This design comes from an exercise in tuning for small area, a short achievable clock period and few clock cycles on the open sky130 flow, not from production work.
RTL that was checked went through simulation tests only; none was proved equivalent to the original.
The clock port is modelled as an ideal driver, which makes a skipped or thinned clock tree look cheaper than it is; a real chip needs a root buffer or a tree.

Setup of job 6892:
==> flow/design.v (excerpt) <==
module exgcd_recursion #(
	parameter WIDTH = 16
) (
	input 	clk,     
	input 	rst_n,   
	input	[WIDTH-1:0] data_a,
	input 	[WIDTH-1:0] data_b,
	input	valid_in,
	output 	[WIDTH-1:0] gcd,
	output  [WIDTH-1:0] inv,
	output  reg valid_out
);
Size in the first run: ~69 flip-flops, ~68 I/O pins, about 7500 µm² of cells after synthesis.
clock: 50.0 ns
lec_check: 0
abc_area: 1
cap_margin: 20
core_margin: 2
core_utilization: 65
slew_margin: 20
standard.sh (not shown) runs the stock make flow with config.mk's settings and CLKGATE_MAP_FILE= SYNTH_SCRIPT=/design/flow/synth_recipe.tcl, a recipe that flattens the netlist after the stock synthesis.
==> flow/flow/run.sh <==
#!/bin/bash
set -euo pipefail
args=()
while IFS= read -r line; do
	[[ -z "$line" || "$line" == \#* ]] && continue
	args+=("$line")
done < flow/extra.txt
bash standard.sh "${args[@]}" finish > standard_flow.log 2>&1
==> flow/flow/extra.txt <==
SETUP_SLACK_MARGIN=39.3
BUFFER_PORTS_ARGS=-buffer_cell sky130_fd_sc_hd__buf_2
Testbench counts of job 6892, summed over its fixed seeds: cycles 106,906.
## Diff of input files: job 3412 against job 6892
Settings: CTS_CLUSTER_DIAMETER: unset -> 100; CTS_BUF_LIST: unset -> sky130_fd_sc_hd__clkbuf_8; CTS_CLUSTER_SIZE: unset -> 40.
==> flow/flow/extra.txt <==
SETUP_SLACK_MARGIN=39.1
BUFFER_PORTS_ARGS=-buffer_cell sky130_fd_sc_hd__buf_2
==> notes.md <==
From job 6892 to job 3412 the numbers moved as follows: register area now smaller, time the final worst path needs with I/O delays and setup now larger, cell count of the worst reg-to-reg path now larger.
Routed wire length: job 3412 < job 6892
Changes in job 8608 relative to job 3412:
==> flow/flow/extra.txt <==
SETUP_SLACK_MARGIN=39.3
BUFFER_PORTS_ARGS=-buffer_cell sky130_fd_sc_hd__buf_2
- Every stage of the flow completed for job 3412, and the final layout passed the timing, design-rule and antenna checks.
- Job 8608: all stages complete, timing, DRC and antenna checks passed
- When job 8608 is measured against job 3412, its worst endpoint data arrival time turns out 30 ps lower.
- Job 3412 ended up with fewer cell instances than job 8608 did.
- Job 8608 vs job 3412: combined global-route utilization of all metal layers up in job 8608
- Global-route wire length before repair: lower on job 3412
- Fmax essentially unchanged between job 8608 and job 3412.
- The share of cell area taken by flip-flops and latches of job 8608 is lower than that of job 3412.
- Relative to job 3412, the relative area change from synthesis to final layout of job 8608 is higher by 4.8 points.
- Job 3412 → job 8608: utilization now larger, share of the cycle needed by the critical path after routing about even, footprint of the multi-input gates essentially unchanged.
> inputs changed (job 8608 -> job 3280)
==> flow/flow/extra.txt <==
SETUP_SLACK_MARGIN=38.9
BUFFER_PORTS_ARGS=-buffer_cell sky130_fd_sc_hd__buf_2
==> notes.md <==
Job 8608 has higher routed wire length than job 3280.
[diff] wire length of the first global-routing pass, job 3280 relative to job 8608: improvement
Number of resized instances in the post-cts repair step in job 3280 is 70 below job 8608.
Job 8608 has a higher global-route usage than job 3280.
Area: job 3280 vs job 8608 -> job 3280 smaller
A highest-delay cell along the critical path of dfrtp_1 is what job 8608 shows, while dfxtp_1 belongs to job 3280.
Between job 8608 and job 3280, the difference in worst-skew pair later-pin latency is negligible.
Diff job 8608 -> job 3280: share of cell area taken by flip-flops and latches picked up an extra 0.33 points.

## red
exgcd_recursion, a different RTL version from the one above (not shown whole).
Size: about 930 cells after synthesis, roughly 69 flip-flops, ~68 I/O pins, about 7800 µm² of cells after synthesis.
export LEC_CHECK = 0
export CAP_MARGIN = 20
export CORE_MARGIN = 2
export CORE_UTILIZATION = 65
export SLEW_MARGIN = 20
create_clock -name core_clock -period 50.0 [get_ports {clk}]
==> flow/flow/extra.txt <==
SETUP_SLACK_MARGIN=39.3
BUFFER_PORTS_ARGS=-buffer_cell sky130_fd_sc_hd__buf_2
Scripts as last shown in full above: flow/flow/run.sh
The flow did not stop early for red: all stages ran, and the layout cleared the timing, design-rule and antenna checks.
Inputs modified between red and blue:
Settings: changing CORE_UTILIZATION from 65 to 40.
==> flow/flow/extra.txt <==
SETUP_SLACK_MARGIN=39.3
### Flow results
Taking red as the reference, in blue share of post-route cells with drive strength above 1 went down 4.9 points, hold slack went down, met3 routing resource usage after global routing down 3.8 points.
Changes observed in blue relative to red: final worst-path setup slack now larger, maximum frequency from static timing analysis essentially unchanged, routed metal-1 wire length higher.
Diff red -> blue | met2 usage in global routing | decrease of 29 points
When the final numbers for blue and red were put side by side, the total routing usage reported by global routing turned out to be smaller in blue.
No functional check of the RTL was part of any run of this note.

Another version of the RTL of exgcd_recursion (not shown whole).
Size in the first run: about 1100 cells after synthesis, ~76 flip-flops, about 68 I/O pins, ~8300 um2 of cells after synthesis.
Design exgcd_recursion, start of the top module:
module exgcd_recursion #(
	parameter WIDTH = 16
) (
	input 	clk,     
	input 	rst_n,   
	input	[WIDTH-1:0] data_a,
	input 	[WIDTH-1:0] data_b,
	input	valid_in,
	output 	[WIDTH-1:0] gcd,
	output  [WIDTH-1:0] inv,
	output  reg valid_out
);
localparam M  = 4;                       
localparam KW = 2;                       
function [WIDTH:0] add16;
	input [WIDTH-1:0] a;
	input [WIDTH-1:0] b;
	input             cin;
	reg   [WIDTH-1:0] g, p, G, P;
	integer n, l;
	begin
		p = a ^ b;
		g = a & b;
		g[0] = g[0] | (p[0] & cin);
		G = g; P = p;
		for (l = 1; l < WIDTH; l = l * 2)
			for (n = 2 * l - 1; n < WIDTH; n = n + 2 * l) begin
				G[n] = G[n] | (P[n] & G[n-l]);
				P[n] = P[n] & P[n-l];
			end
		for (l = WIDTH / 4; l >= 1; l = l / 2)
			for (n = 3 * l - 1; n < WIDTH; n = n + 2 * l) begin
				G[n] = G[n] | (P[n] & G[n-l]);
				P[n] = P[n] & P[n-l];
			end
		add16 = {G[WIDTH-1], p ^ {G[WIDTH-2:0], cin}};
	end
endfunction
reg             run;
reg [WIDTH-1:0] R;       
reg [WIDTH-1:0] B;       
reg [KW-1:0]    k;
reg [WIDTH-1:0] S0;      
reg [WIDTH-1:0] SS;      
reg [M-1:0]     qd;      
reg             upd;     
reg             swd;     
reg [KW-1:0]    kd;      
assign gcd = R;
assign inv = SS;
wire bzero = (B == {WIDTH{1'b0}});
wire kzero = (k == {KW{1'b0}});
wire [WIDTH:0] upc = add16({{M{1'b0}}, R[WIDTH-1:M]}, ~{{M{1'b0}}, B[WIDTH-M-1:0]}, 1'b1);
wire up = ~bzero && (B[WIDTH-1:WIDTH-M] == {M{1'b0}}) && upc[WIDTH];
wire [WIDTH-1:0] rem [0:M];
wire [M-1:0]     qb;
assign rem[M] = R;
genvar i;
generate
	for (i = M - 1; i >= 0; i = i - 1) begin : stage
		wire [WIDTH:0] dd = add16(rem[i+1] >> i, ~({{i{1'b0}}, B[WIDTH-1-i:0]}), 1'b1);
		wire hi0 = (i == 0) ? 1'b1 : (B[WIDTH-1:WIDTH-1-i+1] == 0);
  ...
export LEC_CHECK = 0
export ABC_AREA = 1
export CAP_MARGIN = 20
export CORE_MARGIN = 2
export CORE_UTILIZATION = 65
export SLEW_MARGIN = 20
create_clock -name core_clock -period 50.0 [get_ports {clk}]
==> flow/flow/run.sh <==
#!/bin/bash
# The standard layout (standard.sh) with three changes:
#  - extra ORFS make variables from flow/extra.txt, one per line: a setup
#    margin for repair_timing so the achieved period is optimised below the
#    50 ns constraint, and the port buffer cell;
#  - the clock tree is built by flow/clock_tree.tcl instead of TritonCTS:
#    one level of identical clock buffers, each driving the flip-flops of
#    one quadrant of the core, all fed straight from the clock port;
#  - everything else (synthesis, floorplan, placement, routing, finishing)
#    is standard.sh unchanged.
set -euo pipefail
args=()
while IFS= read -r line; do
	[[ -z "$line" || "$line" == \#* ]] && continue
	args+=("$line")
done < flow/extra.txt
bash standard.sh "${args[@]}" place > standard_place.log 2>&1
openroad -no_init -exit flow/clock_tree.tcl > clock_tree.log 2>&1
bash standard.sh "${args[@]}" finish > standard_finish.log 2>&1
==> flow/flow/extra.txt <==
SETUP_SLACK_MARGIN=39.45
BUFFER_PORTS_ARGS=-buffer_cell sky130_fd_sc_hd__buf_1
Other scripts of this flow, unchanged in this note and not shown: flow/flow/clock_tree.tcl
The first run finished with timing, DRC and antenna clean.
Testbench counts at the start, summed over its fixed seeds: cycles 93,720.
Edit:
==> flow/flow/extra.txt (replaced) <==
SETUP_SLACK_MARGIN=39.3
BUFFER_PORTS_ARGS=-buffer_cell sky130_fd_sc_hd__buf_1
Settings changed: PLACE_DENSITY set to 0.8.
The changed run passed the timing, design-rule and antenna checks.
Setup slack got worse by 45 ps.
Final area fell by about 4%.
First-iteration DRC count climbs by about 50%.
Global-route usage goes up by 0.89 points.
Hold slack stays flat.
Utilization shrinks by 2.8 points.
Edit:
Settings changed: PLACE_DENSITY 0.8 to not set.
- via count goes down by 4.5%
- clock skew decreases by 10 ps
- area after synthesis stays the same
Edit:
==> flow/flow/extra.txt (replaced) <==
SETUP_SLACK_MARGIN=39.2
BUFFER_PORTS_ARGS=-buffer_cell sky130_fd_sc_hd__buf_1
Effect: The new run completed without violations. Area after synthesis stays the same. Worst setup slack gets worse by 68 ps. First-iteration DRC count went down by a few percent. Synthesized cell count does not change. Cell area went down slightly. Hold slack hardly moves. Cell count stays flat. Routed wire length went down slightly. Fmax went down slightly. Clock skew barely changes.
No run of this note takes its clock network from TritonCTS; it comes from the design's own scripts or RTL.

== amber ==
exgcd_recursion again, from the RTL that the note above started with.
==> flow/config.mk <==
export PLATFORM = sky130hd
export DESIGN_NAME = exgcd_recursion
export DESIGN_NICKNAME = exgcd_recursion
export VERILOG_FILES = /design/flow/design.v
export SDC_FILE = /design/flow/constraint.sdc
export NUM_CORES = 4
export LEC_CHECK = 0
export ABC_AREA = 1
export CAP_MARGIN = 20
export CORE_MARGIN = 2
export CORE_UTILIZATION = 65
export CTS_BUF_LIST = sky130_fd_sc_hd__clkbuf_8
export CTS_CLUSTER_DIAMETER = 100
export CTS_CLUSTER_SIZE = 40
export SLEW_MARGIN = 20
==> flow/constraint.sdc <==
create_clock -name core_clock -period 50.0 [get_ports {clk}]
set_input_delay 10.0000 -clock core_clock [delete_from_list [all_inputs] [get_ports {clk}]]
set_output_delay 10.0000 -clock core_clock [all_outputs]
set_load 0.01 [all_outputs]
==> flow/flow/run.sh <==
#!/bin/bash
set -euo pipefail
args=()
while IFS= read -r line; do
	[[ -z "$line" || "$line" == \#* ]] && continue
	args+=("$line")
done < flow/extra.txt
bash standard.sh "${args[@]}" finish > standard_flow.log 2>&1
==> flow/flow/extra.txt <==
SETUP_SLACK_MARGIN=39.1
BUFFER_PORTS_ARGS=-buffer_cell sky130_fd_sc_hd__buf_2
Testbench counts of amber, summed over its fixed seeds: cycles 93,720.
#### Input delta (juniper over amber)
- a change of CORE_UTILIZATION from 65 to 78
## What came out
- juniper vs amber, delay of the slowest critical-path stage went up by 20 ps.
- Wire length on met2 grows by a few percent when moving from amber to juniper.
- Summary of juniper over amber: layout sequential cell count did not really move, total wire length after detailed routing picked up an extra 7.7%, clock-pin slew on the worst setup and hold paths barely changed, count of cell instances traversed by the critical path flat, length of the first detailed-routing pass in iterations now sits higher.
- For post-route cell area, juniper and amber come out practically identical.
- The maximum clock frequency of juniper and that of amber are within noise of each other.
- Compared to amber, juniper was floorplanned on a smaller die.
The following lists how indigo was set up differently from juniper:
- swapping 78 for 65 in CORE_UTILIZATION
==> flow/flow/extra.txt <==
SETUP_SLACK_MARGIN=39.1
BUFFER_PORTS_ARGS=-buffer_cell sky130_fd_sc_hd__buf_1
Results
- Delta (indigo minus juniper): maximum achievable frequency held.
- The largest fanout on the critical path of indigo falls short of that of juniper by 2.
- indigo: number of detailed-routing iterations run before antenna repair lower than juniper
- Layout-stage area growth over the synthesis result (indigo over juniper): decrease, 1.8 points
- indigo reports a higher setup slack than juniper does.
- From juniper to indigo the numbers moved as follows: post-detailed-routing wire length fell by 2200 um; routed metal-1 wire length rose by about 3%.

==> what the ideal ports hide <==
In the flow no input, the clock included, has a driving cell. The finished layouts below were timed again as built, in two steps.
Step 1: set_driving_cell puts a clkbuf_16 on clk and a buf_2 on each other input, an assumption about the parent block.
Step 2 adds t to the input delays and takes it off the output delays; t is the mean of the earliest and latest rising clock arrival at the registers after step 1. Input paths then give back, and output paths get back, about the clock's delay inside the block.
Three values: ideal ports, drivers, drivers and shift; two values: the first two.
run | shift t [ns] | slack for setup (ns) | latest minus earliest clock arrival (ns)
job 6892 | 0.396 | 39.168 / 39.126 / 39.521 | 0.007 / 0.007
job 3412 | 0.413 | 39.115 / 39.079 / 39.493 | 0.013 / 0.013
job 8608 | 0.410 | 39.141 / 39.105 / 39.515 | 0.010 / 0.010
job 3280 | 0.411 | 38.997 / 38.961 / 39.372 | 0.013 / 0.014
red | 0.398 | 39.049 / 39.009 / 39.341 | 0.009 / 0.009
blue | 0.396 | 39.060 / 39.015 / 39.001 | 0.015 / 0.015
the first run of note 3 | 0.245 | 39.333 / 39.241 / 39.431 | 0.017 / 0.017
the second run of note 3 | 0.240 | 39.289 / 39.199 / 39.388 | 0.025 / 0.025
the third run of note 3 | 0.247 | 39.298 / 39.203 / 39.433 | 0.016 / 0.016
the fourth run of note 3 | 0.247 | 39.230 / 39.134 / 39.382 | 0.015 / 0.015
amber | 0.420 | 39.113 / 39.073 / 39.437 | 0.014 / 0.014
juniper | 0.428 | 39.098 / 39.060 / 39.374 | 0.018 / 0.017
indigo | 0.418 | 39.112 / 39.072 / 39.438 | 0.011 / 0.012
After both steps setup and hold are still met in every run listed. The setup slack of blue, which loses most, moves by -0.045 ns with the drivers and by -0.059 ns with both steps.
